This design comes from an exercise in tuning for a short achievable clock period and few clock cycles on the open sky130 flow, not from production work. RTL that was checked went through simulation tests only; none was proved equivalent to the original. The RTL of run 3 was laid out without a check of its function. No activity file was given, so power comes from the tool's default toggle rates.

==> flow/design.v <==
`timescale 1ns / 1ps
module processor(clk, reset, pm_addr, pm_data, out_port, out_valid, in_port);
  input         clk;
  input         reset;
  output [7:0]  pm_addr;
  input  [15:0] pm_data;
  output reg [7:0] out_port;
  output reg    out_valid;
  input  [7:0]  in_port;
  localparam S_NOP = 0, S_ADD = 1, S_SUB = 2, S_INC = 3, S_DEC = 4, S_NEG = 5,
             S_AND = 6, S_EOR = 7, S_OR = 8, S_B = 9, S_CP = 10, S_COM = 11,
             S_SWAP = 12, S_ASR = 13, S_LSR = 14, S_ROR = 15, NS = 16;
  localparam B_REG = 0, B_K = 1, B_DM = 2, B_IN = 3;
  integer i, j;
  reg  [7:0]  pc;
  reg  [7:0]  lr;
  reg  [8:0]  res;
  reg  [7:0]  inreg;
  reg  [7:0]  rf [0:31];
  reg  [7:0]  dm [0:255];
  reg         d_v;
  reg  [15:0] d_ir;
  reg  [31:0] d_sd, d_sr;        
  reg  [4:0]  d_dn, d_rn;        
  reg  [15:0] d_kh, d_kl;        
  reg  [15:0] d_klq [0:3];       
  reg  [3:0]  d_bsel;
  reg  [NS-1:0] d_sel;
  reg         d_wr, d_adc, d_sts, d_out, d_br, d_pred;
  reg         d_call;
  reg  [7:0]  d_pc1;             
  reg         e_v;
  reg  [7:0]  e_a, e_b;
  reg  [NS-1:0] e_sel;
  reg  [31:0] e_wsel;            
  reg  [15:0] e_kh, e_kl;
  reg  [7:0]  e_k;
  reg  [4:0]  e_dn;
  reg         e_adc, e_sts;
  assign pm_addr = pc;
  wire       c = res[8];
  wire       z = ~|res;
  wire [7:0] a = e_a;
  wire [7:0] b = e_b;
  function [8:0] add9(input [8:0] x, input [8:0] y, input cin);
    reg [8:0] g, p, gg, pp, gn, pn;
    integer s, t;
    begin
      g = x & y;
      p = x ^ y;
      gg = {g[8:1], g[0] | (p[0] & cin)};
      pp = p;
      for (s = 1; s < 9; s = s * 2) begin
        gn = gg; pn = pp;
        for (t = s; t < 9; t = t + 1) begin
          gn[t] = gg[t] | (pp[t] & gg[t - s]);
          pn[t] = pp[t] & pp[t - s];
        end
        gg = gn; pp = pn;
      end
      add9 = p ^ {gg[7:0], cin};
    end
  endfunction
  function carry8(input [7:0] x, input [7:0] y);
    integer s;
    begin
      carry8 = 1'b0;
      for (s = 0; s < 8; s = s + 1)
        carry8 = carry8 | (x[s] & y[s] & (&((x | y) >> (s + 1) | ~(8'hFF >> (s + 1)))));
    end
  endfunction
  function borrow8(input [7:0] x, input [7:0] y);
    integer s;
    begin
      borrow8 = 1'b0;
      for (s = 0; s < 8; s = s + 1)
        borrow8 = borrow8 | (~x[s] & y[s] & (&(~(x ^ y) >> (s + 1) | ~(8'hFF >> (s + 1)))));
    end
  endfunction
  reg [7:0] inc, dec, neg;
  always @(*) begin
    for (i = 0; i < 8; i = i + 1) begin
      inc[i] = a[i] ^ ((a & ((9'd1 << i) - 1)) == ((9'd1 << i) - 1));
      dec[i] = a[i] ^ ((a & ((9'd1 << i) - 1)) == 0);
      neg[i] = a[i] ^ ((a & ((9'd1 << i) - 1)) != 0);
    end
  end
  wire [8:0] v_add = add9({1'b0, a}, {1'b0, b}, e_adc & c);
  wire [8:0] v_sub = add9({1'b0, a}, {1'b1, ~b}, 1'b1);
  wire [8:0] cand [0:NS-1];
  assign cand[S_NOP]  = {1'b0, a};
  assign cand[S_ADD]  = v_add;
  assign cand[S_SUB]  = v_sub;
  assign cand[S_INC]  = {&a, inc};
  assign cand[S_DEC]  = {~|a, dec};
  assign cand[S_NEG]  = {|a, neg};
  assign cand[S_AND]  = {1'b0, a & b};
  assign cand[S_EOR]  = {1'b0, a ^ b};
  assign cand[S_OR]   = {1'b0, a | b};
  assign cand[S_B]    = {1'b0, b};
  assign cand[S_CP]   = {a != b, a};
  assign cand[S_COM]  = {1'b1, ~a};
  assign cand[S_SWAP] = {1'b0, a[3:0], a[7:4]};
  assign cand[S_ASR]  = {c, a[7], a[7:1]};
  assign cand[S_LSR]  = {c, 1'b0, a[7:1]};
  assign cand[S_ROR]  = {a[0], c, a[7:1]};
  reg [8:0] n;
  always @(*) begin
    n = 9'd0;
    for (i = 0; i < NS; i = i + 1)
      n = n | ({9{e_sel[i]}} & cand[i]);
  end
  wire a0  = ~|a;
  wire b0  = ~|b;
  wire aeb = (a == b);
  reg  [8:0] zadd;
  always @(*) begin
    zadd[0] = ~(a[0] ^ b[0] ^ (e_adc & c));
    for (i = 1; i < 8; i = i + 1)
      zadd[i] = ~(a[i] ^ b[i] ^ (a[i-1] | b[i-1]));
    zadd[8] = ~(a[7] | b[7]);
  end
  reg [NS-1:0] zc, cc;
  always @(*) begin
    zc = {NS{1'b0}};
    zc[S_NOP]  = a0;
    zc[S_ADD]  = &zadd;
    zc[S_SUB]  = aeb;
    zc[S_DEC]  = (a == 8'd1);
    zc[S_NEG]  = a0;
    zc[S_AND]  = ~|(a & b);
    zc[S_EOR]  = aeb;
    zc[S_OR]   = a0 & b0;
    zc[S_B]    = b0;
    zc[S_CP]   = a0 & b0;
    zc[S_SWAP] = a0;
    zc[S_ASR]  = ~c & ~|a[7:1];
    zc[S_LSR]  = ~c & ~|a[7:1];
    zc[S_ROR]  = ~c & a0;
    cc = {NS{1'b0}};
    cc[S_ADD]  = carry8(a, b) | (e_adc & c & (&(a ^ b)));
    cc[S_SUB]  = borrow8(a, b);
    cc[S_INC]  = &a;
    cc[S_DEC]  = a0;
    cc[S_NEG]  = ~a0;
    cc[S_CP]   = ~aeb;
    cc[S_COM]  = 1'b1;
    cc[S_ASR]  = c;
    cc[S_LSR]  = c;
    cc[S_ROR]  = a[0];
  end
  wire zf = e_v ? |(e_sel & zc) : z;    
  wire cf = e_v ? |(e_sel & cc) : c;
  always @(posedge clk) begin
    if (e_v) res <= n;
    for (i = 0; i < 32; i = i + 1)
      if (e_wsel[i]) rf[i] <= n[7:0];
    for (i = 0; i < 256; i = i + 1)
      if (e_sts & e_kh[i / 16] & e_kl[i % 16]) dm[i] <= a;
    inreg <= in_port;
  end
  reg  [7:0] rd, rr, dmv;
  reg  [7:0] dmh [0:15];
  always @(*) begin
    rd = 8'd0;
    rr = 8'd0;
    for (i = 0; i < 32; i = i + 1) begin
      rd = rd | ({8{d_sd[i]}} & rf[i]);
      rr = rr | ({8{d_sr[i]}} & rf[i]);
    end
    dmv = 8'd0;
    for (i = 0; i < 16; i = i + 1) begin
      dmh[i] = 8'd0;
      for (j = 0; j < 16; j = j + 1)
        dmh[i] = dmh[i] | ({8{d_klq[i / 4][j]}} & dm[16 * i + j]);
      dmv = dmv | ({8{d_kh[i]}} & dmh[i]);
    end
  end
  wire [7:0] d_k = {d_ir[11:8], d_ir[3:0]};
  wire [7:0] bv = ({8{d_bsel[B_REG]}} & rr) | ({8{d_bsel[B_K]}} & d_k) |
                  ({8{d_bsel[B_DM]}} & dmv) | ({8{d_bsel[B_IN]}} & inreg);
  wire [7:0] pb  = d_bsel[B_K] ? d_k : rr;
  wire       pz  = d_v & d_sel[S_DEC] & (rd == 8'd1);
  wire       pcf = d_v & ((d_sel[S_CP] & (rd != pb)) | d_sel[S_COM]);
  wire taken  = (d_ir[0] ? zf : cf) ^ d_ir[10];
  wire squash = d_br & (taken ^ d_pred);
  wire fa = e_v & (d_dn == e_dn);
  wire fb = e_v & d_bsel[B_REG] & (d_rn == e_dn);
  wire fm = e_sts & d_bsel[B_DM] & (d_k == e_k);
  always @(posedge clk) begin
    out_port  <= {8{d_out}} & (fa ? n[7:0] : rd);    
    out_valid <= ~reset & d_v & d_out;
    e_v    <= d_v;
    e_a    <= fa ? n[7:0] : rd;
    e_b    <= fb ? n[7:0] : fm ? a : bv;
    e_sel  <= d_sel;
    e_adc  <= d_adc;
    e_wsel <= (d_v & d_wr) ? d_sd : 32'd0;
    e_kh   <= d_kh;
    e_kl   <= d_kl;
    e_k    <= d_k;
    e_dn   <= d_dn;
    e_sts  <= d_v & d_sts;
  end
  wire [3:0] fop    = pm_data[15:12];
  wire [7:0] f_t    = pm_data[9:2];
  wire       f_jc   = (fop == 4'hC) &  pm_data[0];
  wire       f_call = (fop == 4'hC) & (pm_data[1:0] == 2'b01);
  wire       f_ret  = (fop == 4'hC) & (pm_data[1:0] == 2'b00);
  wire [7:0] lr_now = d_call ? d_pc1 : lr;    
  wire       f_br   = (fop == 4'hF) & ~pm_data[1];
  wire [7:0] pc1    = pc + 8'd1;
  wire       f_pred = f_br & ((pm_data[0] ? pz : pcf) ^ pm_data[10]);
  wire       f_d4   = pm_data[8] & ~(fop == 4'h3 || fop == 4'h6 || fop == 4'h7 ||
                                     fop == 4'h8 || fop == 4'hA || fop == 4'hE);
  wire [4:0] f_d    = {f_d4, pm_data[7:4]};
  wire [4:0] f_r    = {pm_data[9], pm_data[3:0]};
  wire [7:0] f_k    = {pm_data[11:8], pm_data[3:0]};
  wire       q      = ~reset & ~squash;
  reg [NS-1:0] f_sel;
  reg [3:0]    f_bsel;
  reg          f_wr;
  always @(*) begin
    f_sel  = {NS{1'b0}};
    f_bsel = 4'd0;
    f_bsel[B_REG] = 1'b1;
    f_wr   = 1'b1;
    case (fop)
      4'h0: if (pm_data[11]) f_sel[S_ADD] = 1'b1; else begin f_sel[S_NOP] = 1'b1; f_wr = 1'b0; end
      4'h1: case (pm_data[11:10])
              2'b01: begin f_sel[S_CP] = 1'b1; f_wr = 1'b0; end
              2'b10: f_sel[S_SUB] = 1'b1;
              2'b11: f_sel[S_ADD] = 1'b1;
              default: begin f_sel[S_NOP] = 1'b1; f_wr = 1'b0; end
            endcase
      4'h2: case (pm_data[11:10])
              2'b00: f_sel[S_AND] = 1'b1;
              2'b01: f_sel[S_EOR] = 1'b1;
              2'b10: f_sel[S_OR]  = 1'b1;
              default: f_sel[S_B] = 1'b1;
            endcase
      4'h3: begin f_sel[S_CP] = 1'b1; f_wr = 1'b0; f_bsel = 4'd1 << B_K; end
      4'h6: begin f_sel[S_OR]  = 1'b1; f_bsel = 4'd1 << B_K; end
      4'h7: begin f_sel[S_AND] = 1'b1; f_bsel = 4'd1 << B_K; end
      4'hE: begin f_sel[S_B]   = 1'b1; f_bsel = 4'd1 << B_K; end
      4'h8: begin f_sel[S_B]   = 1'b1; f_bsel = 4'd1 << B_DM; end
      4'h9: if (pm_data[11:9] == 3'b010)
              case (pm_data[3:0])
                4'h0: f_sel[S_COM]  = 1'b1;
                4'h1: f_sel[S_NEG]  = 1'b1;
                4'h2: f_sel[S_SWAP] = 1'b1;
                4'h3: f_sel[S_INC]  = 1'b1;
                4'h5: f_sel[S_ASR]  = 1'b1;
                4'h6: f_sel[S_LSR]  = 1'b1;
                4'h7: f_sel[S_ROR]  = 1'b1;
                4'hA: f_sel[S_DEC]  = 1'b1;
                default: begin f_sel[S_NOP] = 1'b1; f_wr = 1'b0; end
              endcase
            else begin f_sel[S_NOP] = 1'b1; f_wr = 1'b0; end
      4'hB: if (!pm_data[11]) begin f_sel[S_B] = 1'b1; f_bsel = 4'd1 << B_IN; end
            else begin f_sel[S_NOP] = 1'b1; f_wr = 1'b0; end
      default: begin f_sel[S_NOP] = 1'b1; f_wr = 1'b0; end
    endcase
  end
  always @(posedge clk) begin
    if (reset) pc <= 8'd0;
    else if (squash) pc <= d_pred ? d_pc1 : d_ir[9:2];
    else if (f_jc | f_pred) pc <= f_t;
    else if (f_ret) pc <= lr_now;
    else pc <= pc1;
  end
  always @(posedge clk) begin
    d_v    <= q;
    d_ir   <= pm_data;
    d_sd   <= 32'd1 << f_d;
    d_sr   <= 32'd1 << f_r;
    d_dn   <= f_d;
    d_rn   <= f_r;
    d_kh   <= 16'd1 << f_k[7:4];
    d_kl   <= 16'd1 << f_k[3:0];
    for (i = 0; i < 4; i = i + 1)
      d_klq[i] <= (f_k[7:6] == i) ? (16'd1 << f_k[3:0]) : 16'd0;
    d_bsel <= f_bsel;
    d_sel  <= f_sel;
    d_wr   <= f_wr;
    d_adc  <= (fop == 4'h1);
    d_sts  <= (fop == 4'hA);
    d_out  <= (fop == 4'hB) & pm_data[11];
    d_br   <= q & f_br;
    d_pred <= f_pred;
    d_call <= q & f_call;
    d_pc1  <= pc1;
    if (d_call) lr <= d_pc1;
  end
endmodule
==> flow/flow/run.sh <==
#!/bin/bash
set -euo pipefail
bash standard.sh SETUP_SLACK_MARGIN=6.8 "BUFFER_PORTS_ARGS=-buffer_cell sky130_fd_sc_hd__buf_4" MAX_REPAIR_ANTENNAS_ITER_DRT=12 finish > make_finish.log 2>&1
==> flow/standard.sh <==
#!/bin/bash
# synth_recipe.tcl (not shown) runs the flow's synth.tcl, then flattens the netlist and writes it again
# the make line also repeats each setting of config.mk as NAME=value (left out here)
make -C /OpenROAD-flow-scripts/flow DESIGN_CONFIG=/design/flow/config.mk WORK_HOME=/design/flow/orfs CLKGATE_MAP_FILE= SYNTH_SCRIPT=/design/flow/synth_recipe.tcl "${@:-finish}"
==> flow/config.mk <==
export PLATFORM = sky130hd
export DESIGN_NAME = processor
export DESIGN_NICKNAME = processor
export VERILOG_FILES = /design/flow/design.v
export SDC_FILE = /design/flow/constraint.sdc
export NUM_CORES = 4
export LEC_CHECK = 0
export ABC_CLOCK_PERIOD_IN_PS = 3000
export CAP_MARGIN = 20
export CORE_MARGIN = 2
export CORE_UTILIZATION = 50
export CTS_CLUSTER_DIAMETER = 100
export CTS_CLUSTER_SIZE = 30
export PLACE_DENSITY = 0.65
export SLEW_MARGIN = 20
==> flow/constraint.sdc <==
create_clock -name core_clock -period 10.0 [get_ports {clk}]
set_input_delay 2.0000 -clock core_clock [delete_from_list [all_inputs] [get_ports {clk}]]
set_output_delay 2.0000 -clock core_clock [all_outputs]
set_load 0.01 [all_outputs]
==> summary.txt, run 1 <==
- Synthesized netlist net count: 5930
- Period minus WS final: 3.40 ns
- Tot Pwr: roughly 20 mW
- Largest stage delay on the critical path: approximately 0.46 ns
- Most used DFF post-synth: edfxtp_1
- Critical path type: flip-flop to output pin
- Crit path cell chain: buf_6
- WP data arrival: around 1.4 ns
- Final setup viols: 0
- Met3 Usage GRT: under 10%
- # Max-Cap Violations: 0
- Ys Warns: 5
- Vias: 60500
- CP max FO: 4
- Layout overhead on the synthesized area: 10.3%
- #FFs+latches synth: roughly 2700
- Router iterations before antenna repair: 8
- Final Cycle Share: between 30% and 40%
- CTS tree: done
- Detailed Route WL: 333 mm
- CTS Sinks: ~2700
- Antenna-violating nets left: 0
- Syn_area_per_cell: approximately 17 sq um
- Worst Path Required: approximately 8.0 ns
- Most frequent cells in the layout: edfxtp_1 (2313), a22oi_1 (716), and3_1 (292), a22o_1 (279), dfxtp_1 (245)
- Starting density of the core: about half
- Mapped Cells: slightly below 6000
- Area contributors post-synth: edfxtp_1 (71%), dfxtp_1 (7.2%), a22oi_1 (5.7%)
- Relative slew slack: 22.2%
- Crit end category: output pin
- Met1 Use GR: 44.2%
- Longest Clk Path Bufs: 3
- Site Rows: approximately 160
- CP startpoint kind: flip-flop
- Mapped Area: ~98000 sq um
- Post-DP HPWL: 190 mm
- Pwr per Cell Area: 184 nW/um^2
- Total grt overflow: 0
- Register area share after synthesis: 78.1%
- Hold Crit Class: flip-flop to flip-flop
- Largest delay share family, worst path: flip-flops
- TritonCTS Buffers: between 100 and 150
- Height of the die: around 450 um
- Max frequency: 294 MHz
- Post-detailed-route wirelength per cell: roughly 38 um
- Largest net degree at the start of global routing: 229
- Initial DRC count: ~10000
- Core Area: ~200000 sq um
- DIE AREA: roughly 200000 sq um
- Count of different cell masters after synthesis: 73
- Slew Viols, Final: 0
- Slowest stage cell, crit path: dfxtp_4
- Antenna violations before repair: 26
- Clock Tree Root: clkbuf_16
- Vias in the first global route: roughly 56000
- Total negative slack: 0 ns
- Pleak: around 35 nW
- PortBufs: 42
- GRT Util Overall: around 32%
- Worst setup margin: ~6.6 ns
- CTS H-tree lvls: 3
- Clock transition at the registers of the reported paths: ~0.12 ns
- Skew-Pair Late Insertion Delay: between 0.8 and 0.9 ns
- Io pins: 43
- Final net count: 5967
- Hold slack final: about 0.33 ns
- Share of post-route cells with drive strength above 1: a little over an eighth
- Endpoints failing hold: 0
- RSZ-0062 raised after global routing: yes
- DR DRC count: 0
- Global-route wire length before repair: around 450 mm
- Worst Tran Pin Value: roughly 1.2 ns
- EDFF count, synth: 2313
- Post-place setup slack: around 5.1 ns
- VDD IR max: 0.146 mV
- Final Wtd Congestion: between 0.9 and 1
- Most common cell after layout, fill and taps aside: edfxtp_1
- Worst Clk Skew: roughly 0.045 ns
- Critical path buffer and inverter count: 1
- Status: complete, no violations
- Post-synth top area share: 70.9%
- Vias per inst: between 6 and 7
- Die Wd: roughly 450 um
- Gr busiest metal: met2
- Asr flop ratio synth: 0%
- GR Util met2: roughly 49%
- Post-synth top area cell: edfxtp_1
==> synthesized netlist by cell type (78+ instances only) <==
cell type	n
nand3_1	157
a221oi_1	290
dfxtp_1	354
clkbuf_1	272
edfxtp_1	2313
nand4_1	190
inv_1	78
a22o_1	280
a22oi_1	744
o21ai_0	121
nor2_1	207
and3_1	297
==> cells by family (layout without fill, tap and decap cells) <==
| kind of cell | after synthesis | in the layout | share of synthesized area, % |
|---|---|---|---|
| muxes | 48 | 48 | 0.530 |
| xor gates and xnor gates | 50 | 50 | 0.447 |
| other | 0 | 54 | 0 |
| adders and majority gates | 42 | 42 | 0.559 |
| AOI/OAI and AO/OA | 1578 | 1579 | 12.6 |
| buffers and inverters | 460 | 584 | 1.98 |
| and+or+nand+nor | 1017 | 1017 | 5.76 |
| DFF | 2667 | 2667 | 78.1 |
==> sequential cells by signal, summed over array words and instances, names as in the netlist, 5 cells and up <==
register  cells
rf          256
pc            8
e_kh         16
d_sr         32
dm         2048
inreg         8
res           9
lr            8
d_klq        64
d_sd         32
e_kl         16
e_k           8
d_pc1         8
e_sel        16
d_dn          5
e_a           8
e_b           8
out_port      8
e_dn          5
d_sel        16
e_wsel       32
d_kh         16
d_kl         16
==> power by group <==
group,switching (mW),internal [mW],leakage [nW]
registers,0.131,12.6,23.9
clock network,3.39,2.01,1.45
logic,1.29,0.501,9.82
total,4.81,15.1,35.1
==> cell type report <==
class,instances,area (sq um)
Antenna cell,54,135
Clock buffer,175,2850
Clock inverter,16,214
Fill cell,15000,86700
Inverter,80,324
Multi-Input combinational cell,2736,20900
Sequential cell,2667,76800
Tap cell,2624,3280
Timing Repair Buffer,312,3610
Timing Repair inverter,1,7.51
==> metal layers <==
metal / wire, um / vias up
li1: - / 24100
met1: 124000 / 30900
met2: 150000 / 4650
met3: 41400 / 775
met4: 17100 / 10
met5: 70 / -
==> stage by stage <==
| step | area, sq um | cells | utilization (%) |
|---|---|---|---|
| after floorplan | 98200 | 5862 | - |
| after global placement | 101000 | 8278 | 51.9 |
| after detailed placement | 101000 | 8281 | 52.0 |
| after CTS | 106000 | 8540 | 54.6 |
| after global routing | 108000 | 8620 | 55.4 |
| final | 108000 | 8665 | 55.5 |
==> final timing paths <==
check,end,from,cells past startpoint,slack [ns]
max,pm_addr[1],pc[1],1,6.60
min,e_kl[4],d_kl[4],0,0.33
max reg2reg,e_b[0],d_klq[3][0],12,6.72
min reg2reg,e_kl[4],d_kl[4],0,0.33
==> repair_timing <==
action                                  4_1_cts  5_1_grt
hold buffers                                  0        0
resized for setup                           341      193
endpoints found under the setup margin      795      532
pin swaps                                    66       92
gates cloned                                 11        7
buffers inserted                             57       63
Testbench counts, summed over its fixed seeds: cycles 80,510.
==> run 2: changes to the inputs <==
--- a/flow/design.v
+++ b/flow/design.v
@@ -38,5 +38,6 @@
   reg  [4:0]  e_dn;
   reg         e_adc, e_sts;
-  assign pm_addr = pc;
+  reg  [7:0]  pca;               
+  assign pm_addr = pca;
   wire       c = res[8];
   wire       z = ~|res;
@@ -270,4 +271,11 @@
     else pc <= pc1;
   end
+  wire       a_fix  = ~reset & squash;
+  wire       a_t    = ~reset & ~squash & (f_jc | f_pred);
+  wire       a_ret  = ~reset & ~squash & ~(f_jc | f_pred) & f_ret;
+  wire       a_inc  = ~reset & ~squash & ~(f_jc | f_pred) & ~f_ret;
+  always @(posedge clk)
+    pca <= ({8{a_fix}} & (d_pred ? d_pc1 : d_ir[9:2])) | ({8{a_t}} & f_t) |
+           ({8{a_ret}} & lr_now) | ({8{a_inc}} & pc1);
   always @(posedge clk) begin
     d_v    <= q;
--- a/flow/config.mk
+++ b/flow/config.mk
@@ -11,5 +11,5 @@
 export CORE_UTILIZATION = 50
 export CTS_CLUSTER_DIAMETER = 100
-export CTS_CLUSTER_SIZE = 30
+export CTS_CLUSTER_SIZE = 25
 export PLACE_DENSITY = 0.65
 export SLEW_MARGIN = 20
==> run 2 against run 1 <==
Effect of this change:
- synthesized cell count is 0.27% lower
- via count is 0.61% higher
- clock-buffer cell count is 41 higher
- sequential power hardly changed
- non-clock buffer count is 34 lower
- sequential share of layout area hardly changed
- synthesized area is 0.33% lower
- total power is 2.6% higher
- routed wire length is 2.2% higher
- critical path type is now flip-flop to flip-flop
- largest power group unchanged
==> summary.txt, run 2 <==
- GRT Util Overall: approximately a third
- Most frequent cells in the layout: edfxtp_1 (2313), a22oi_1 (679), a22o_1 (307), and3_1 (297), dfxtp_1 (258)
- Largest delay share family, worst path: simple AND/OR/NAND/NOR gates
- Starting density of the core: around half
- CP Launch Point: rf[13][4]
- Final Cycle Share: a little over a third
- Syn_area_per_cell: 16.7 sq um
- Non-Filler Instances: around 8600
- Post-synth top area share: 71.1%
- DR DRC count: 0
- Mapped Area: slightly below 100000 sq um
- Area contributors post-synth: edfxtp_1 (71%), dfxtp_1 (7.4%), a22oi_1 (5.3%)
- Register area share after synthesis: slightly below 80%
- CP startpoint kind: flip-flop
- CTS H-tree lvls: 3
- Vias per inst: slightly above 7
- CTS Sinks: between 2000 and 3000
- Clock transition at the registers of the reported paths: around 0.10 ns
- Site Rows: 162
- Post-synth top area cell: edfxtp_1
- Total negative slack: 0 ns
- Largest register FFs: slightly above 2000
- #FFs+latches synth: between 2000 and 3000
- Crit path cell chain: a22o_1 -> a221oi_2 -> nand3_1 -> or4_4 -> or4_4 -> nor3_4 -> a21oi_2 -> a21oi_2 -> nor3b_4 -> buf_6 -> buf_8 -> o211ai_1 -> o311ai_4
- Number of fill cells in the layout: approximately 15000
- Detailed Route WL: around 340 mm
- Height of the die: about 450 um
- Biggest regs: dm (2048), rf (256), d_klq (64)
- Status: complete, no violations
- Antenna violations before repair: 24
- Reg2reg start: rf[13][4]
- Clock Tree Root: clkbuf_16
- Core Area: roughly 190000 sq um
- Post-detailed-route wirelength per cell: 39.8 um
- RSZ-0062 raised after global routing: yes
- Design area: 108000 sq um
- Int Power: 15.5 mW
- Relative slew slack: roughly 22%
- Total grt overflow: 0
- Slowest stage cell, crit path: or4_4
- Mapped Cells: between 5000 and 6000
- Longest Clk Path Bufs: 3
- Psw: approximately 5.0 mW
- Global-route wire length before repair: about 460 mm
- Worst Path Required: around 11 ns
- Critical path type: flip-flop to flip-flop
- Vias in the first global route: between 50000 and 60000
- TritonCTS Buffers: 119
- Placed Cells: ~8200
- Hold slack final: 0.329 ns
- CTS tree: done
- Most frequent cells after synthesis: edfxtp_1 (2313), a22oi_1 (694), dfxtp_1 (362)
- Pleak: between 30 and 40 nW
- Router iterations before antenna repair: 10
- Most common cell after layout, fill and taps aside: edfxtp_1
- Asr flop ratio synth: 0%
- R2R Setup Slk: roughly 6.5 ns
- R2R cell count: 13
- Largest net degree at the start of global routing: between 100 and 150
- Comb pwr share: 9.0%
- R2R Path End: pca[7]
- Post-DP Area: 101000 sq um
- Hold Crit Class: flip-flop to flip-flop
- Critical path buffer and inverter count: 2
- Worst Clk Skew: between 0.05 and 0.06 ns
- CP max FO: 5
- EDFF count, synth: between 2000 and 2500
- Final net count: between 5000 and 6000
- HP Start: d_kl[0]
- PortBufs: between 40 and 50
- Largest Register: dm
- Initial DRC count: a little over 10000
- Final setup viols: 0
- Max frequency: ~280 MHz
- Slew Viols, Final: 0
- Largest stage delay on the critical path: between 0.5 and 0.6 ns
- Vias: between 60000 and 70000
- Ys Warns: 5
- Worst Tran Pin Value: between 1 and 1.5 ns
- Antenna-violating nets left: 0
- Skew-Pair Late Insertion Delay: 0.84 ns
- DIE AREA: ~200000 sq um
- Flop pwr share: 62.5%
- # Max-Cap Violations: 0
- Count of different cell masters after synthesis: 65
- Synthesized netlist net count: 5914
- Share of post-route cells with drive strength above 1: between 10% and 20%
- Most common cell in the synthesized netlist: edfxtp_1
- Worst Hold Path EP: e_kl[0]
- Seq. cell area: about 77000 sq um
- Sw Ratio: approximately a quarter
- Tot Pwr: 20.4 mW
- Layout overhead on the synthesized area: 10.9%
- Final Wtd Congestion: roughly 1.0
- Crit end category: flip-flop
- Endpoints failing hold: 0
- Most used DFF post-synth: edfxtp_1
- Die Wd: between 400 and 500 um
- Post-DP HPWL: around 200 mm
- Multi-input logic area: 20800 sq um
- WHS Path Cells: 0
- WP data arrival: 4.24 ns
- Period minus WS final: 3.54 ns
- Io pins: 43
- Clock network fraction of design power: around 28%
- Pwr per Cell Area: around 190 nW/um^2
- VDD IR max: approximately 0.23 mV
[run 2: changes by cell type in the layout (fill, tap and decap cells not counted), moves of 13 or more]
cell | previous run | this run
a22oi_2 | 38 | 15
dfxtp_1 | 245 | 258
buf_4 | 180 | 151
clkbuf_1 | 72 | 95
clkbuf_16 | 110 | 130
a22oi_1 | 716 | 679
a22o_1 | 279 | 307
a221oi_1 | 234 | 254
nand2_1 | 69 | 89
inv_1 | 68 | 52
nand3_1 | 151 | 127
[run 2: area by class of cell]
type | count | share of cell area (%)
timing repair buffer | 278 | 3.12
tap | 2542 | 2.94
antenna | 48 | 0.111
inverter | 66 | 0.259
timing repair inverter | 1 | 0.00578
clock buffer | 216 | 3.13
multi-input combinational | 2722 | 19.2
sequential | 2675 | 71.1
clock inverter | 11 | 0.193
[run 2: cells by family (layout without fill, tap and decap cells)]
| kind of cell | count (synthesis) | in the layout | synth area share [%] |
|---|---|---|---|
| compound gates | 1584 | 1584 | 12.7 |
| buf+inv | 450 | 572 | 1.76 |
| flops | 2675 | 2675 | 78.6 |
| mux | 34 | 34 | 0.375 |
| other cells | 0 | 48 | 0 |
| fa+ha+maj | 43 | 43 | 0.571 |
| xor+xnor | 51 | 51 | 0.457 |
| simple gates | 1009 | 1010 | 5.58 |
[run 2: how the worst max path moves through the flow]
stage / cells after the start / to / slack, ns
floorplan: 8 / out_port[1] / 6.04
global placement: 14 / pc[1] / 4.97
detailed placement: 14 / pc[4] / 4.85
CTS: 13 / pc[7] / 6.53
global route: 12 / pc[2] / 6.43
finish: 13 / pca[7] / 6.46
[run 2: power groups by stage]
stage               logic (mW)  clock network [mW]  registers (mW)
floorplan                0.518                   0            13.2
global placement          1.23                   0            13.1
detailed placement        1.26                   0            13.1
CTS                       1.66                5.82            12.8
global route              1.88                6.22            12.8
finish                    1.83                5.83            12.8
[run 2: metal layers]
metal	wire (um)	track usage [%]	share of wire (%)
met5	38	0	0.011
met4	14600	12.8	4.3
met3	45100	8.49	13
met2	150000	49.1	44
met1	130000	47.5	38
[run 2: what timing repair did]
action / CTS / global route
setup endpoints to repair: 340 / 119
hold buffers: 0 / 0
pin swaps: 81 / 107
resized for setup: 347 / 236
buffers inserted: 55 / 38
cloned: 9 / 9
[run 2: metrics by stage]
step | setup WS (ns) | utilization [%]
after global routing | 6.43 | 55.6
final | 6.46 | 55.6
after global placement | 4.97 | 51.8
after floorplan | 6.04 | -
after detailed placement | 4.85 | 51.8
after CTS | 6.53 | 54.8
[run 2: worst register-to-register path, stage by stage (launching register included)]
cell and delay, ns:
edfxtp_1 0.47, a22o_1 0.25, a221oi_2 0.28, nand3_1 0.12
or4_4 0.50, or4_4 0.58, nor3_4 0.14, a21oi_2 0.07
a21oi_2 0.19, nor3b_4 0.06, buf_6 0.15, buf_8 0.14
o211ai_1 0.30, o311ai_4 0.16
Testbench counts of run 2, summed over its fixed seeds: cycles 80,510.
==> run 3: changes to the inputs <==
--- a/flow/design.v
+++ b/flow/design.v
@@ -24,8 +24,8 @@
   reg  [4:0]  d_dn, d_rn;        
   reg  [15:0] d_kh, d_kl;        
-  reg  [15:0] d_klq [0:3];       
   reg  [3:0]  d_bsel;
   reg  [NS-1:0] d_sel;
   reg         d_wr, d_adc, d_sts, d_out, d_br, d_pred;
+  reg  [7:0]  d_alt;             
   reg         d_call;
   reg  [7:0]  d_pc1;             
@@ -37,7 +37,6 @@
   reg  [7:0]  e_k;
   reg  [4:0]  e_dn;
-  reg         e_adc, e_sts;
-  reg  [7:0]  pca;               
-  assign pm_addr = pca;
+  reg         e_adc, e_sts, e_out;
+  assign pm_addr = pc;
   wire       c = res[8];
   wire       z = ~|res;
@@ -63,20 +62,4 @@
     end
   endfunction
-  function carry8(input [7:0] x, input [7:0] y);
-    integer s;
-    begin
-      carry8 = 1'b0;
-      for (s = 0; s < 8; s = s + 1)
-        carry8 = carry8 | (x[s] & y[s] & (&((x | y) >> (s + 1) | ~(8'hFF >> (s + 1)))));
-    end
-  endfunction
-  function borrow8(input [7:0] x, input [7:0] y);
-    integer s;
-    begin
-      borrow8 = 1'b0;
-      for (s = 0; s < 8; s = s + 1)
-        borrow8 = borrow8 | (~x[s] & y[s] & (&(~(x ^ y) >> (s + 1) | ~(8'hFF >> (s + 1)))));
-    end
-  endfunction
   reg [7:0] inc, dec, neg;
   always @(*) begin
@@ -140,6 +123,6 @@
     zc[S_ROR]  = ~c & a0;
     cc = {NS{1'b0}};
-    cc[S_ADD]  = carry8(a, b) | (e_adc & c & (&(a ^ b)));
-    cc[S_SUB]  = borrow8(a, b);
+    cc[S_ADD]  = v_add[8];
+    cc[S_SUB]  = v_sub[8];
     cc[S_INC]  = &a;
     cc[S_DEC]  = a0;
@@ -159,4 +142,6 @@
     for (i = 0; i < 256; i = i + 1)
       if (e_sts & e_kh[i / 16] & e_kl[i % 16]) dm[i] <= a;
+    out_port <= a;              
+    out_valid <= ~reset & e_out;
     inreg <= in_port;
   end
@@ -174,5 +159,5 @@
       dmh[i] = 8'd0;
       for (j = 0; j < 16; j = j + 1)
-        dmh[i] = dmh[i] | ({8{d_klq[i / 4][j]}} & dm[16 * i + j]);
+        dmh[i] = dmh[i] | ({8{d_kl[j]}} & dm[16 * i + j]);
       dmv = dmv | ({8{d_kh[i]}} & dmh[i]);
     end
@@ -181,7 +166,4 @@
   wire [7:0] bv = ({8{d_bsel[B_REG]}} & rr) | ({8{d_bsel[B_K]}} & d_k) |
                   ({8{d_bsel[B_DM]}} & dmv) | ({8{d_bsel[B_IN]}} & inreg);
-  wire [7:0] pb  = d_bsel[B_K] ? d_k : rr;
-  wire       pz  = d_v & d_sel[S_DEC] & (rd == 8'd1);
-  wire       pcf = d_v & ((d_sel[S_CP] & (rd != pb)) | d_sel[S_COM]);
   wire taken  = (d_ir[0] ? zf : cf) ^ d_ir[10];
   wire squash = d_br & (taken ^ d_pred);
@@ -190,17 +172,16 @@
   wire fm = e_sts & d_bsel[B_DM] & (d_k == e_k);
   always @(posedge clk) begin
-    out_port  <= {8{d_out}} & (fa ? n[7:0] : rd);    
-    out_valid <= ~reset & d_v & d_out;
-    e_v    <= d_v;
+    e_v    <= d_v & ~reset;
     e_a    <= fa ? n[7:0] : rd;
     e_b    <= fb ? n[7:0] : fm ? a : bv;
     e_sel  <= d_sel;
     e_adc  <= d_adc;
-    e_wsel <= (d_v & d_wr) ? d_sd : 32'd0;
+    e_wsel <= (d_v & d_wr & ~reset) ? d_sd : 32'd0;
     e_kh   <= d_kh;
     e_kl   <= d_kl;
     e_k    <= d_k;
     e_dn   <= d_dn;
-    e_sts  <= d_v & d_sts;
+    e_sts  <= d_v & d_sts & ~reset;
+    e_out  <= d_v & d_out & ~reset;
   end
   wire [3:0] fop    = pm_data[15:12];
@@ -212,5 +193,5 @@
   wire       f_br   = (fop == 4'hF) & ~pm_data[1];
   wire [7:0] pc1    = pc + 8'd1;
-  wire       f_pred = f_br & ((pm_data[0] ? pz : pcf) ^ pm_data[10]);
+  wire       f_pred = f_br & (f_t <= pc);
   wire       f_d4   = pm_data[8] & ~(fop == 4'h3 || fop == 4'h6 || fop == 4'h7 ||
                                      fop == 4'h8 || fop == 4'hA || fop == 4'hE);
@@ -266,16 +247,9 @@
   always @(posedge clk) begin
     if (reset) pc <= 8'd0;
-    else if (squash) pc <= d_pred ? d_pc1 : d_ir[9:2];
+    else if (squash) pc <= d_alt;
     else if (f_jc | f_pred) pc <= f_t;
     else if (f_ret) pc <= lr_now;
     else pc <= pc1;
   end
-  wire       a_fix  = ~reset & squash;
-  wire       a_t    = ~reset & ~squash & (f_jc | f_pred);
-  wire       a_ret  = ~reset & ~squash & ~(f_jc | f_pred) & f_ret;
-  wire       a_inc  = ~reset & ~squash & ~(f_jc | f_pred) & ~f_ret;
-  always @(posedge clk)
-    pca <= ({8{a_fix}} & (d_pred ? d_pc1 : d_ir[9:2])) | ({8{a_t}} & f_t) |
-           ({8{a_ret}} & lr_now) | ({8{a_inc}} & pc1);
   always @(posedge clk) begin
     d_v    <= q;
@@ -287,6 +261,4 @@
     d_kh   <= 16'd1 << f_k[7:4];
     d_kl   <= 16'd1 << f_k[3:0];
-    for (i = 0; i < 4; i = i + 1)
-      d_klq[i] <= (f_k[7:6] == i) ? (16'd1 << f_k[3:0]) : 16'd0;
     d_bsel <= f_bsel;
     d_sel  <= f_sel;
@@ -297,4 +269,5 @@
     d_br   <= q & f_br;
     d_pred <= f_pred;
+    d_alt  <= f_pred ? pc1 : f_t;
     d_call <= q & f_call;
     d_pc1  <= pc1;
==> flow/flow/run.sh (replaced) <==
#!/bin/bash
set -euo pipefail
bash standard.sh SETUP_SLACK_MARGIN=6.6 finish > make_finish.log 2>&1
--- a/flow/config.mk
+++ b/flow/config.mk
@@ -9,7 +9,4 @@
 export CAP_MARGIN = 20
 export CORE_MARGIN = 2
-export CORE_UTILIZATION = 50
-export CTS_CLUSTER_DIAMETER = 100
-export CTS_CLUSTER_SIZE = 25
-export PLACE_DENSITY = 0.65
+export CORE_UTILIZATION = 40
 export SLEW_MARGIN = 20
==> run 3 against run 2 <==
Effect of this change:
- routed wire length up 1.9%
- setup slack improved by 0.012 ns
- final area is 2.7% higher
- combinational power is 8% lower
- synthesized area is 1.7% lower
- the layout now fails its checks (antenna rules)
- final cell count increased by 7.6%
- hold slack lost 0.025 ns
- total power grew 19%
- flip-flop and latch count shrank 63
- clock power rose by 73%
- sequential share of layout area fell by 3.1 points
==> summary.txt, run 3 <==
- Clock Tree Root: clkbuf_16
- Met1 Wirelength: ~130 mm
- Mapped Area: approximately 96000 sq um
- Post-DP HPWL: between 150 and 200 mm
- Worst Clk Skew: about 0.084 ns
- Vias in the first global route: about 57000
- Most common cell in the synthesized netlist: edfxtp_1
- Hold slack final: ~0.30 ns
- CTS Sinks: about 2600
- Starting density of the core: approximately 40%
- GRT Util Overall: 27.3%
- Area contributors post-synth: edfxtp_1 (72%), dfxtp_1 (6.2%), a22oi_1 (5.3%)
- Skew-Pair Late Insertion Delay: between 0.9 and 1 ns
- Slew Viols, Final: 0
- Vias per inst: about 6.6
- Period minus WS final: roughly 3.5 ns
- Most frequent cells after synthesis: edfxtp_1 (2313), a22oi_1 (680), a221oi_1 (325)
- TritonCTS Buffers: between 200 and 300
- Critical path type: flip-flop to flip-flop
- Largest net degree at the start of global routing: about 230
- CTS H-tree lvls: 5
- Ys Warns: 4
- Post-place setup slack: 4.62 ns
- Io pins: 43
- Worst Tran Pin Value: between 1 and 1.5 ns
- Most used DFF post-synth: edfxtp_1
- Most common cell after layout, fill and taps aside: edfxtp_1
- Site Rows: ~180
- Register area share after synthesis: about four fifths
- Longest Clk Path Bufs: 4
- Status: complete, but fails checks
- Post-synth top area cell: edfxtp_1
- Most used cell along the critical path: nand4_1
- Pleak: approximately 37 nW
- Number of fill cells in the layout: between 20000 and 25000
- Slowest stage cell, crit path: a22oi_2
- Syn_area_per_cell: between 15 and 20 sq um
- Antenna-violating nets left: 1
- # Max-Cap Violations: 0
- Met3 routed WL: 44.8 mm
- Detailed Route WL: ~350 mm
- Pwr per Cell Area: around 220 nW/um^2
- Blocking Checks: antenna rules
- Largest Register: dm
- Worst setup margin: 6.47 ns
- CTS tree: done
- Worst Path Required: roughly 11 ns
- Height of the die: between 400 and 500 um
- Layout overhead on the synthesized area: 15.9%
- Vias: 60800
- Initial DRC count: ~10000
- Share of post-route cells with drive strength above 1: approximately an eighth
- Post-synth top area share: between 70% and 80%
- Hold Crit Class: flip-flop to flip-flop
- Global-route wire length before repair: 466 mm
- Count of different cell masters after synthesis: 72
- DR DRC count: 0
- Max frequency: ~280 MHz
- #FFs+latches synth: 2612
- Antenna violations before repair: 25
- Total negative slack: 0 ns
- Total grt overflow: 0
- DIE AREA: between 200000 and 250000 sq um
- Final setup viols: 0
- Largest register FFs: ~2000
- Final net count: about 6000
- Mapped Cells: ~5700
- Relative slew slack: roughly a fifth
- PortBufs: between 40 and 50
- Largest stage delay on the critical path: between 0.5 and 0.6 ns
- Synthesized netlist net count: between 5000 and 6000
- Post-detailed-route wirelength per cell: approximately 38 um
- Met2 wire length: 155 mm
- Top Metal Used: met5
- Asr flop ratio synth: 0%
- Die Wd: approximately 500 um
- Post-layout util: 46.7%
- RSZ-0062 raised after global routing: yes
- WP data arrival: around 4.3 ns
- R2R cell count: 9
- Core Area: between 200000 and 250000 sq um
- Router iterations before antenna repair: 7
- Clock transition at the registers of the reported paths: ~0.060 ns
- EDFF count, synth: 2313
- Crit path cell chain: buf_16 -> a22o_1 -> a221oi_1 -> nand4_1 -> a22oi_2 -> and3_1 -> nand4_1 -> a21oi_1 -> a311oi_1
- Final Cycle Share: about a third
- CP max FO: 40
- Most frequent cells in the layout: edfxtp_1 (2313), a22oi_1 (672), a22o_1 (318), a221oi_1 (313), clkbuf_16 (303)
- VDD IR max: 0.197 mV
- Endpoints failing hold: 0
- Crit end category: flip-flop
- WHS Path Cells: 0
- Biggest regs: dm (2048), rf (256)
- Final Wtd Congestion: 0.921
- CP startpoint kind: flip-flop
## run 3: changes by cell type in the layout (fill, tap and decap cells not counted), moves of 36 or more
cell	change
a221oi_1	+59
a221oi_2	-51
buf_4	-40
clkbuf_16	+173
clkinv_2	+40
dfxtp_2	-49
nand2_1	-36
nor2_1	-89
## run 3: timing repair
action                                  4_1_cts  5_1_grt
hold buffers                                  0        0
resized for setup                           259       66
endpoints found under the setup margin      175       70
pin swaps                                    30       20
setup buffers                                55       38
gates cloned                                 16        9
## run 3: layer usage
metal  GRT usage (%)  vias to the layer above
li1                -                    23900
met1            37.5                    31300
met2            41.2                     4647
met3            7.35                      910
met4            11.1                        6
met5               0                        -
## run 3: cell families (layout without fill, tap and decap cells)
| logic type | Yosys count | count (layout) | share of synthesized area [%] |
|---|---|---|---|
| DFF | 2612 | 2612 | 78.6 |
| AOI/OAI and AO/OA | 1562 | 1563 | 12.8 |
| and+or+nand+nor | 915 | 915 | 5.34 |
| buffers and inverters | 457 | 786 | 1.85 |
| xor gates and xnor gates | 47 | 47 | 0.437 |
| adders and majority gates | 44 | 44 | 0.595 |
| muxes | 34 | 34 | 0.382 |
| other | 0 | 45 | 0 |
## run 3: worst paths after layout
check           start  slack [ns]        to
max           d_kl[6]        6.47    e_b[0]
min          d_sel[3]        0.30  e_sel[3]
max reg2reg   d_kl[6]        6.47    e_b[0]
min reg2reg  d_sel[3]        0.30  e_sel[3]
## run 3: critical path: cells and delay by family (launching register included)
family / cells / cell delay [ns]
compound gates: 5 / 1.57
simple gates: 3 / 0.83
flops: 1 / 0.48
buf+inv: 1 / 0.25
## run 3: report_power, final
| group | leakage [nW] | internal, mW | total [mW] | switching, mW |
|---|---|---|---|---|
| combinational | 8.84 | 0.436 | 1.69 | 1.26 |
| sequential | 23.4 | 12.4 | 12.5 | 0.131 |
| clock | 4.31 | 5.87 | 10.1 | 4.21 |
## run 3: layout make-up
type / count / area (sq um) / area share, %
Sequential cell: 2612 / 75600 / 68.0
Timing Repair Buffer: 244 / 3300 / 2.97
Timing Repair inverter: 1 / 7.51 / 0.00675
Antenna cell: 45 / 113 / 0.101
Tap cell: 3167 / 3960 / 3.56
Clock inverter: 100 / 821 / 0.738
Multi-Input combinational cell: 2603 / 19200 / 17.3
Clock buffer: 385 / 7940 / 7.14
Inverter: 56 / 225 / 0.203
## run 3: stage by stage
step / instance area, sq um / cells / total power [mW]
2_1_floorplan: 96000 / 5671 / 13.4
3_3_place_gp: 99700 / 8563 / 14.1
3_5_place_dp: 99700 / 8563 / 14.2
4_1_cts: 110000 / 9119 / 24.2
5_1_grt: 111000 / 9173 / 24.8
6_report: 111000 / 9213 / 24.3

[what the ideal ports hide]
Ports are ideal in the flow. The routed layouts listed here were re-timed in OpenROAD. Step 1 (the two cells are an assumption about what drives the block):
set clk [get_ports {clk}]
set_driving_cell -lib_cell sky130_fd_sc_hd__clkbuf_16 $clk
set_driving_cell -lib_cell sky130_fd_sc_hd__buf_2 [delete_from_list [all_inputs] $clk]
Step 2 also shifts input and output timing later by t, the mid clock arrival at the registers, as if the neighbouring blocks saw the same clock. Three values: ideal ports, drivers, drivers and shift; two values: the first two.
| run | t, ns | setup slack, ns | worst hold slack (ns) | worst data-port slew with drivers (ns) |
|---|---|---|---|---|
| run 1 | 0.887 | 6.601 / 6.523 / 5.971 | 0.327 / 0.327 / 0.327 | 0.20 |
| run 2 | 0.910 | 6.460 / 6.460 / 5.938 | 0.329 / 0.329 / 0.329 | 0.05 |
| run 3 | 1.008 | 6.473 / 6.473 / 5.715 | 0.304 / 0.304 / 0.304 | 0.07 |
The setup slack of run 3, which loses most, moves by 0.000 ns with the drivers and by -0.758 ns with both steps.
